This is an optimization exercise on Yosys and OpenROAD, whose aim is small area, not a production implementation. Only simulation tests tie the RTL to the original design; equivalence was not proved. No driver is modelled on the clock port, so clocking that relies on it looks cheaper here than on a real chip. Power is estimated from default activity; no workload was simulated.

==> design/flow/flow/run.sh <==
#!/bin/bash
# Layout flow: the standard flow (standard.sh) with
#  - a synthesis that differs from the standard one only in its technology
#    mapping of the combinational logic: arithmetic is not mapped to
#    Kogge-Stone adders, yosys's extract_fa is skipped, and ABC maps with
#    several area-oriented scripts, keeping the smallest result
#    (flow/abc_portfolio.tcl); registers, their names and cell types are
#    those of the standard synthesis;
#  - port buffers of the smallest buffer cell;
#  - the clock tree: two clkbuf_8, each driving half of the flip-flops,
#    inserted before CTS (flow/clkbuf.tcl), so TritonCTS adds nothing.
set -euo pipefail
W=$PWD
export FLOW_FLOW_DIR=$W/flow
{
  echo 'proc synth {args} { yosys synth -nofsm -noshare {*}$args }'
  echo 'proc extract_fa {args} { puts "extract_fa skipped" }'
  echo "source $W/flow/abc_portfolio.tcl"
  tail -n +2 synth_recipe.tcl
} > my_synth.tcl
bash standard.sh SYNTH_SCRIPT=$W/my_synth.tcl SYNTH_OPERATIONS_ARGS=-noshare \
  "BUFFER_PORTS_ARGS=-buffer_cell sky130_fd_sc_hd__buf_1" \
  PRE_CTS_TCL=$W/flow/clkbuf.tcl \
  "CTS_ARGS=-sink_clustering_enable -repair_clock_nets -dont_use_dummy_load -buf_list sky130_fd_sc_hd__clkbuf_8" \
  finish > standard.log 2>&1
==> design/flow/flow/abc_b1s1.script <==
strash
&get -n
&deepsyn -J 20 -T 120 -S 1
&put
dch -f
amap
strash
&get -n
&deepsyn -J 20 -T 120 -S 1
&put
dch -f
amap
==> design/flow/constraint.sdc <==
create_clock -name core_clock -period 45.0 [get_ports {clk}]
set_input_delay 9.0000 -clock core_clock [delete_from_list [all_inputs] [get_ports {clk}]]
set_output_delay 9.0000 -clock core_clock [all_outputs]
set_load 0.01 [all_outputs]
==> design/flow/flow/abc_b2s0.script <==
strash
&get -n
&deepsyn -J 20 -T 120
&dch -f
&nf -R 1000
&put
==> design/flow/flow/abc_b2s2.script <==
strash
&get -n
&deepsyn -J 20 -T 120 -S 2
&dch -f
&nf -R 1000
&put
==> design/flow/flow/clkbuf.tcl <==
# Clock distribution for a small design: the clock port drives N clock
# buffers, each driving the flip-flops nearest to it (flops split into N
# groups by x position), in place of TritonCTS's H-tree.
set nbuf 2
set cell sky130_fd_sc_hd__clkbuf_8
set block [ord::get_db_block]
set sinks {}
foreach it [$block getITerms] {
  set m [[$it getInst] getMaster]
  if {[$it isInputSignal] || 1} {
    set mt [$it getMTerm]
    if {[$mt getName] eq "CLK" && [[$it getNet] getName] eq "clk"} {
      set xy [$it getAvgXY]
      lappend sinks [list [lindex $xy 1] [lindex $xy 2] [[$it getInst] getName]]
    }
  }
}
set sinks [lsort -real -index 0 $sinks]
set n [llength $sinks]
puts "clock sinks: $n"
for {set g 0} {$g < $nbuf} {incr g} {
  set lo [expr {$g * $n / $nbuf}]
  set hi [expr {($g + 1) * $n / $nbuf - 1}]
  set pins {}; set sx 0; set sy 0
  foreach s [lrange $sinks $lo $hi] {
    lappend pins [get_pins "[lindex $s 2]/CLK"]
    set sx [expr {$sx + [lindex $s 0]}]; set sy [expr {$sy + [lindex $s 1]}]
  }
  set k [llength $pins]
  set dbu [$block getDbUnitsPerMicron]
  set loc [list [expr {$sx / $k / double($dbu)}] [expr {$sy / $k / double($dbu)}]]
  insert_buffer -buffer_cell $cell -net clk -load_pins $pins -location $loc -buffer_name clkbuf_g$g
}
==> design/flow/flow/abc_b4s1.script <==
strash
&get -n
&deepsyn -J 20 -T 120 -S 1
&dch -f
&nf -R 1000
&put
strash
&get -n
&deepsyn -J 20 -T 120 -S 1
&put
dch -f
amap
strash
&get -n
&deepsyn -J 20 -T 120 -S 1
&put
dch -f
amap
==> design/flow/flow/abc_b2s3.script <==
strash
&get -n
&deepsyn -J 20 -T 120 -S 3
&dch -f
&nf -R 1000
&put
==> design/flow/flow/abc_b3s3.script <==
strash
&get -n
&deepsyn -J 20 -T 120 -S 3
&dch -f
&nf -R 1000
&put
strash
&get -n
&deepsyn -J 20 -T 120 -S 3
&put
dch -f
amap
==> design/flow/flow/abc_b2s1.script <==
strash
&get -n
&deepsyn -J 20 -T 120 -S 1
&dch -f
&nf -R 1000
&put
==> design/flow/flow/abc_portfolio.tcl <==
# Technology mapping with a small portfolio of ABC scripts: each script in
# flow/abc_*.script maps the same netlist, and the smallest result (by the
# liberty area of its cells) is kept. Only the combinational mapping differs
# between the candidates; flip-flops are mapped before this step.
proc abc {args} {
  set scripts [lsort [glob -directory $::env(FLOW_FLOW_DIR) abc_*.script]]
  set i [lsearch -exact $args -script]
  set j [lsearch -exact $args -liberty]
  set lib [lindex $args [expr {$j + 1}]]
  yosys design -save pre_abc
  set best_area 1e18
  set best ""
  foreach s $scripts {
    yosys design -load pre_abc
    set a [lreplace $args [expr {$i + 1}] [expr {$i + 1}] $s]
    yosys abc {*}$a
    set st [yosys tee -q -s result.string stat -liberty $lib]
    if {![regexp {Chip area for module '[^']*': ([0-9.]+)} $st -> area]} {
      error "abc portfolio: no area for $s"
    }
    puts "abc portfolio: $s area $area"
    if {$area < $best_area} {
      set best_area $area
      set best $s
      yosys design -save best_abc
    }
  }
  yosys design -load best_abc
  puts "abc portfolio: kept $best area $best_area"
}
==> design/flow/flow/abc_b4s0.script <==
strash
&get -n
&deepsyn -J 20 -T 120
&dch -f
&nf -R 1000
&put
strash
&get -n
&deepsyn -J 20 -T 120
&put
dch -f
amap
strash
&get -n
&deepsyn -J 20 -T 120
&put
dch -f
amap
==> design/flow/flow/abc_b1s2.script <==
strash
&get -n
&deepsyn -J 20 -T 120 -S 2
&put
dch -f
amap
strash
&get -n
&deepsyn -J 20 -T 120 -S 2
&put
dch -f
amap
==> design/flow/flow/abc_b1s3.script <==
strash
&get -n
&deepsyn -J 20 -T 120 -S 3
&put
dch -f
amap
strash
&get -n
&deepsyn -J 20 -T 120 -S 3
&put
dch -f
amap
==> design/flow/design.v <==
`timescale 1ns / 1ps
module counter(
    input clk,
    input sys_rst,
    input startbutton,
    input reset,
    input [1:0] select,
    input [3:0] loadmeMSD,
    input [3:0] loadmeLSD,
    output [6:0] sseg,
    output [3:0] an,
    output dp
    );
    reg [4:0] scan;
    reg [4:0] div;
    wire div_fb = ~((div[3] & div[4]) | (div[1] & div[2] & div[4]) | (div[1] & ~div[2] & ~div[3] & ~div[4]));
    wire div_end = div[4] & ~div[3] & ~div[2] & ~div[1];       
    wire tick = div_end & scan[1] & scan[0];
    always @(posedge clk) begin
        if (sys_rst) begin
            scan <= 5'd3;
            div  <= 5'd0;
        end else begin
            scan <= scan + 5'd1;
            div  <= {div[3:0], div_fb};
        end
    end
    localparam [2:0] P_START = 3'd0,
                     P_NOLOAD = 3'd3,
                     P_LOAD = 3'd7,
                     P_WAITWORK = 3'd4,
                     P_WORK = 3'd5,
                     P_WAITSTOP = 3'd1,
                     P_STOP = 3'd2;
    reg [2:0] phase;
    reg cmpl;                    
    reg [3:0] c0, c1, c2, c3;
    reg [2:0] s;
    wire dir = s[2];             
    wire c0_9 = c0[3] & c0[0];
    wire c1_9 = c1[3] & c1[0];
    wire c2_9 = c2[3] & c2[0];
    wire c3_9 = c3[3] & c3[0];
    wire s_z = ~s[1] & ~s[0];    
    wire limit = s_z & c0_9 & c1_9 & c2_9 & c3_9;
    reg [2:0] phase_n;
    always @(*) begin
        phase_n = phase;
        case (phase)
            P_START: phase_n = select[0] ? P_LOAD : P_NOLOAD;
            P_NOLOAD, P_LOAD, P_STOP: begin
                if (reset) phase_n = P_START;
                else if (startbutton) phase_n = P_WAITWORK;
            end
            P_WAITWORK: if (!startbutton) phase_n = P_WORK;
            P_WORK: begin
                if (reset) phase_n = P_START;
                else if (limit || startbutton) phase_n = P_WAITSTOP;
            end
            P_WAITSTOP: if (!startbutton) phase_n = P_STOP;
            default: phase_n = P_START;
        endcase
    end
    always @(posedge clk) begin
        if (sys_rst)
            phase <= P_START;
        else if (tick)
            phase <= phase_n;
    end
    always @(posedge clk) begin
        if (sys_rst)
            cmpl <= 1'b0;
        else if (tick && (phase == P_NOLOAD || phase == P_LOAD))
            cmpl <= dir;
    end
    wire lsd_hi = loadmeLSD[3] & (loadmeLSD[2] | loadmeLSD[1]);
    wire [3:0] l2 = lsd_hi ? loadmeLSD - 4'd10 : loadmeLSD;
    wire [4:0] t = loadmeMSD + lsd_hi;
    wire hi = t >= 5'd10;
    wire [3:0] l3 = hi ? t[3:0] - 4'd10 : t[3:0];
    wire [3:0] k2 = dir ? 4'd9 - l2 : l2;
    wire [3:0] k3 = dir ? 4'd9 - l3 : l3;
    wire wrap = ~cmpl & s[2] & ~s[1] & s[0] & c3[2] & c3[0] & c2[2] & c2[0] & c1[1] & c1[0] & c0[2] & c0[0];
    wire work = tick & (phase == P_WORK) & ~limit;
    wire clr = sys_rst | (tick & (phase == P_NOLOAD)) | (work & wrap);
    wire load = tick & (phase == P_LOAD);
    wire start = tick & (phase == P_START);
    wire e0 = work;
    wire e1 = e0 & c0_9;
    wire e2 = e1 & c1_9;
    wire e3 = e2 & c2_9;
    wire es = e3 & c3_9;
    function [3:0] tog(input [3:0] x, input e);
        tog = {e & x[0] & (x[3] | (x[2] & x[1])), e & x[0] & x[1], e & x[0] & ~x[3], e};
    endfunction
    wire [3:0] n0 = c0 ^ tog(c0, e0);
    wire [3:0] n1 = c1 ^ tog(c1, e1);
    wire [3:0] n2 = c2 ^ tog(c2, e2);
    wire [3:0] n3 = c3 ^ tog(c3, e3);
    wire [2:0] ns = s ^ {es & (~s[2] | s[1]), es & s[0] & ~s[2], es & s[2]};
    always @(posedge clk) begin
        c0 <= clr ? 4'd0 : load ? {dir, 2'b00, dir} : n0;
        c1 <= clr ? 4'd0 : load ? {dir, 2'b00, dir} : n1;
        c2 <= clr ? 4'd0 : load ? k2 : n2;
        c3 <= clr ? 4'd0 : load ? k3 : n3;
    end
    wire s_wrap = work & wrap;   
    always @(posedge clk) begin
        s[2] <= start ? select[1] : ~s_wrap & ns[2];
        s[1] <= ~(start | load) & ns[1];
        s[0] <= ~(start | s_wrap) & (load ? hi : ns[0]);
    end
    wire [1:0] pos = scan[4:3];
    assign an = {~(pos[1] & pos[0]), ~(pos[1] & ~pos[0]), ~(~pos[1] & pos[0]), ~(~pos[1] & ~pos[0])};
    assign dp = ~(pos[1] & ~pos[0]);
    wire [3:0] x = pos[1] ? (pos[0] ? c3 : c2) : (pos[0] ? c1 : c0);
    wire [3:0] d = cmpl ? {~(x[3] | x[2] | x[1]), x[2] ^ x[1], x[1], ~x[0]} : x;
    assign sseg[6] = (~d[3] & ~d[2] & ~d[1] & d[0]) | (d[2] & ~d[1] & ~d[0]);
    assign sseg[5] = d[2] & (d[1] ^ d[0]);
    assign sseg[4] = ~d[2] & d[1] & ~d[0];
    assign sseg[3] = (~d[3] & ~d[2] & ~d[1] & d[0]) | (d[2] & ~d[1] & ~d[0]) | (d[2] & d[1] & d[0]);
    assign sseg[2] = d[0] | (d[2] & ~d[1]);
    assign sseg[1] = (~d[2] & d[1]) | (~d[3] & ~d[2] & d[0]) | (d[1] & d[0]);
    assign sseg[0] = (~d[3] & ~d[2] & ~d[1]) | (d[2] & d[1] & d[0]);
endmodule
==> design/flow/flow/abc_b1s0.script <==
strash
&get -n
&deepsyn -J 20 -T 120
&put
dch -f
amap
strash
&get -n
&deepsyn -J 20 -T 120
&put
dch -f
amap
==> design/flow/config.mk <==
export PLATFORM = sky130hd
export DESIGN_NAME = counter
export DESIGN_NICKNAME = counter
export VERILOG_FILES = /design/flow/design.v
export SDC_FILE = /design/flow/constraint.sdc
export NUM_CORES = 4
export LEC_CHECK = 0
export ABC_AREA = 1
export CAP_MARGIN = 20
export CORE_MARGIN = 2
export CORE_UTILIZATION = 40
export SLEW_MARGIN = 20
==> design/flow/flow/abc_b3s2.script <==
strash
&get -n
&deepsyn -J 20 -T 120 -S 2
&dch -f
&nf -R 1000
&put
strash
&get -n
&deepsyn -J 20 -T 120 -S 2
&put
dch -f
amap
==> design/flow/flow/abc_b3s0.script <==
strash
&get -n
&deepsyn -J 20 -T 120
&dch -f
&nf -R 1000
&put
strash
&get -n
&deepsyn -J 20 -T 120
&put
dch -f
amap
==> design/flow/flow/abc_b4s2.script <==
strash
&get -n
&deepsyn -J 20 -T 120 -S 2
&dch -f
&nf -R 1000
&put
strash
&get -n
&deepsyn -J 20 -T 120 -S 2
&put
dch -f
amap
strash
&get -n
&deepsyn -J 20 -T 120 -S 2
&put
dch -f
amap
==> design/flow/flow/abc_b3s1.script <==
strash
&get -n
&deepsyn -J 20 -T 120 -S 1
&dch -f
&nf -R 1000
&put
strash
&get -n
&deepsyn -J 20 -T 120 -S 1
&put
dch -f
amap
==> design/flow/flow/abc_b4s3.script <==
strash
&get -n
&deepsyn -J 20 -T 120 -S 3
&dch -f
&nf -R 1000
&put
strash
&get -n
&deepsyn -J 20 -T 120 -S 3
&put
dch -f
amap
strash
&get -n
&deepsyn -J 20 -T 120 -S 3
&put
dch -f
amap
==> design/flow/standard.sh <==
#!/bin/bash
# synth_recipe.tcl (not shown) runs the flow's synth.tcl, then flattens the netlist and writes it again
# the make line also repeats each setting of config.mk as NAME=value (left out here)
make -C /OpenROAD-flow-scripts/flow DESIGN_CONFIG=/design/flow/config.mk WORK_HOME=/design/flow/orfs CLKGATE_MAP_FILE= SYNTH_SCRIPT=/design/flow/synth_recipe.tcl "${@:-finish}"
==> run notes <==
outcome no timing/DRC/antenna violations; Via-to-Cell Ratio between 5 and 6; Crit Path Max Fanout 6; number of routed nets with antenna violations 0; Static Leak ~0.63 nW; endpoint class of the critical path output pin; type of origin of the critical path flip-flop; number of synthesis warnings 1; CP max stage delay 0.37 ns; Peak supply drop 0.00001901 V; net count after synthesis between 200 and 300; global routing usage on met3 1.453%; met2 layer usage reported by global route 26.07%; Gate Count Post-Synth 240; number of design-rule violations left by the first detailed-router iteration 73; share of layout cells above drive strength 1 0.7519%; part of the power in registers 58.1%; highest-delay cell along the critical path sky130_fd_sc_hd__dfxtp_1; transition at the pin with the smallest max-transition slack around 0.63 ns; fraction of the mapped netlist area in adder cells 0%; R2R depth 16; post-synthesis area per instance 7.116 um2; Die Wd 69.35 um; total number of placement rows 23; CP Data Required Time 36.00 ns; commonest cells after routing, fill and taps aside sky130_fd_sc_hd__nor2_1, sky130_fd_sc_hd__dfxtp_1, sky130_fd_sc_hd__nand2_1; unrepaired setup endpoints after global routing false; global-route wire length before repair 6.748 mm; final max-slew violation count 0; Worst setup startpoint scan[3]; number of top-level pins 26; xor/xnor share of the synthesized area 0%; share of the core filled with cells 46.44%; sink of the worst hold path scan[0]; clock input transition at the sequential cells of the worst setup and hold paths 0.11 ns; vias after detailed routing 1736; number of setup buffers added after CTS 0; Fin. Hold Viols 0; detail-routed net length per standard cell 12.48 um; crit path kind flip-flop to output pin; max frequency 89.41 MHz; global placement routability congestion 0.8429; post-layout net count 282; cells traversed along the worst timing path clkinv_1 > nand2_1 > o22ai_1 > nor2_1 > clkinv_1 > o21ai_0 > clkinv_1 > o221ai_1 > o22ai_1 > nor2b_1 > buf_1; worst slew margin relative to its limit 57.63%; combinational family with the most area after synthesis simple AND/OR/NAND/NOR gates; pwr/cell area 29.31 nW/um2; worst setup skew after layout 0.004754 ns; final setup violation count 0; GR Layer Usage met1 24.12%; switching share of power 29.77%; DRC violation count after routing 0; largest net degree at the start of global routing 18; final cycle utilization of the critical path 24.85%; switching pwr about 0.016 mW; antenna fix cells 0; proportion of synthesized area in mux cells 0%; launching point of the worst reg2reg path div[3]; quantity of hold-fixing buffers added after cts 0; source-to-sink clock delay at the later pin of the worst-skew pair 0.16 ns; hold path start scan[0]; combined global-route utilization of all metal layers 16.14%; layer with the highest usage after global routing met2; antenna violations before repair 0; reg2reg setup slack 41.83 ns; height of the die 69.35 um; number of detailed-routing iterations run before antenna repair 4; simple-gate share of the synthesized area 28.28%; signed area change from the synthesized netlist to the final layout 10.33%; cell depth of the worst hold path 1; number of max-cap violations 0; clock network fraction of total power 21.6%; compound-cell area share of the yosys netlist a little over a quarter; most common cell after layout, fill and taps aside sky130_fd_sc_hd__nor2_1; shortest clock period the worst path allows after layout 11.18 ns; Top cell by count, worst path sky130_fd_sc_hd__clkinv_1; synthesized area 1708 um2; signal arrival time at the worst endpoint 2.18 ns; combinational cell fraction of total power 20.3%; r2r endpoint s[0]; hpwl dp 3.065 mm; Cell variety after synth 30; post-synthesis register bit count 33; starting utilization of the core area 42.09%; sequential area share after synthesis between 30 and 40%; overflow left after global routing 0; number of instances resized during post-cts repair 0; via count of the first global-routing pass ~1500; class of the most critical hold timing path flip-flop to flip-flop; final worst hold slack around 0.42 ns; area of the placeable core 4058 um2; accumulated negative setup slack 0 ns; Internal Pwr Total 0.03879 mW; area enclosed by the die boundary a little under 5000 um2; count of buffers from port buffering 25; Total Routed Length slightly below 4 mm
[worst max-delay path: cells and delay by family (launching register included)]
kind | cells | cell delay [ns]
compound gates | 4 | 0.64
flops | 1 | 0.37
simple gates | 3 | 0.51
buf+inv | 4 | 0.50
[kinds of logic (layout without fill, tap and decap cells)]
kind of cell	Yosys count	count (layout)
compound gates	69	69
buf+inv	30	56
flops	33	33
simple gates	108	108
[layer usage]
metal	up-vias	part of all wire, %
li1	926	-
met1	755	51
met2	48	42
met3	7	5.9
met4	0	1.4
met5	-	0
[worst max path at each step]
stage / cells after the start / end / slack (ns)
4_1_cts: 11 / sseg[6] / 34.02
2_1_floorplan: 9 / sseg[6] / 34.17
5_1_grt: 11 / sseg[6] / 33.59
6_report: 11 / sseg[6] / 33.82
3_5_place_dp: 11 / sseg[6] / 34.03
3_3_place_gp: 11 / sseg[6] / 34.12
[per-stage QoR]
stage	worst slack [ns]	power, mW	instances	cell area, um2
4_1_cts	34.02	0.05258	316	1884
2_1_floorplan	34.17	0.04042	240	1708
5_1_grt	33.59	0.05881	316	1884
6_report	33.82	0.05524	316	1884
3_5_place_dp	34.03	0.04403	314	1857
3_3_place_gp	34.12	0.04397	314	1857
[sequential cells by signal, indices dropped and copies added (netlist names)]
register  flops
c2            4
div           5
phase         3
c1            4
s             3
c3            4
scan          5
cmpl          1
c0            4
[Yosys cell counts]
master | count | area share (%)
sky130_fd_sc_hd__a221oi_1 | 1 | 0.51
sky130_fd_sc_hd__o221ai_1 | 1 | 0.51
sky130_fd_sc_hd__and4_1 | 1 | 0.51
sky130_fd_sc_hd__a22oi_1 | 1 | 0.44
sky130_fd_sc_hd__o41ai_1 | 4 | 2.1
sky130_fd_sc_hd__o21bai_1 | 1 | 0.44
sky130_fd_sc_hd__clkinv_1 | 29 | 6.4
sky130_fd_sc_hd__or4_1 | 1 | 0.44
sky130_fd_sc_hd__nor3b_1 | 1 | 0.44
sky130_fd_sc_hd__a211oi_1 | 1 | 0.44
sky130_fd_sc_hd__buf_4 | 1 | 0.44
sky130_fd_sc_hd__or3_1 | 2 | 0.73
sky130_fd_sc_hd__nand2_1 | 30 | 6.6
sky130_fd_sc_hd__nor3_1 | 14 | 4.1
sky130_fd_sc_hd__o22ai_1 | 16 | 5.9
sky130_fd_sc_hd__a21oi_1 | 10 | 2.9
sky130_fd_sc_hd__dfxtp_1 | 33 | 39
sky130_fd_sc_hd__nor2b_1 | 3 | 1.1
sky130_fd_sc_hd__a31oi_1 | 5 | 1.8
sky130_fd_sc_hd__o32ai_1 | 9 | 4.6
sky130_fd_sc_hd__nand3_1 | 4 | 1.2
sky130_fd_sc_hd__nand4_1 | 3 | 1.1
sky130_fd_sc_hd__o22a_1 | 1 | 0.51
sky130_fd_sc_hd__o311a_1 | 1 | 0.59
sky130_fd_sc_hd__or2_0 | 3 | 1.1
sky130_fd_sc_hd__nor2_1 | 40 | 8.8
sky130_fd_sc_hd__a211o_1 | 1 | 0.51
sky130_fd_sc_hd__nor4_1 | 2 | 0.73
sky130_fd_sc_hd__o21ai_0 | 17 | 5.0
sky130_fd_sc_hd__and3_1 | 4 | 1.5
[power by group through the flow]
stage	logic (mW)	clock network, mW	registers (mW)
final	0.0112	0.0119	0.0321
after global placement	0.0112	0	0.0328
after detailed placement	0.0113	0	0.0328
after CTS	0.0113	0.00851	0.0328
after global routing	0.0128	0.0136	0.0324
after floorplan	0.00819	0	0.0322
[final cells by class, without the clock buffers]
cell class,instances,area [um2]
multi-input cells,177,930.9
fillers,446,2173
well taps,50,62.56
repair buffers,25,93.84
flip-flops and latches,33,660.6
inverters,29,108.9

[re-timing with driven ports]
In the flow no input, the clock included, has a driving cell. The finished layout below was timed again as built, in two steps.
Step 1 assumes that a clkbuf_16 drives the clock port and a buf_2 every other input.
Step 2 times the ports against the registers' clock, not the clock port: input delays grow and output delays shrink by t, the midpoint of the rising clock arrivals with the driver on.
Three values: ideal, step 1, step 2; two values: the first two.
t (ns): 0.195
setup WS [ns]: 33.816 / 33.781 / 33.975
worst setup path at the end: register to output
After both steps this run still meets setup and hold. For this run, drivers alone change the setup slack by -0.035 ns; drivers and shift together by +0.159 ns.
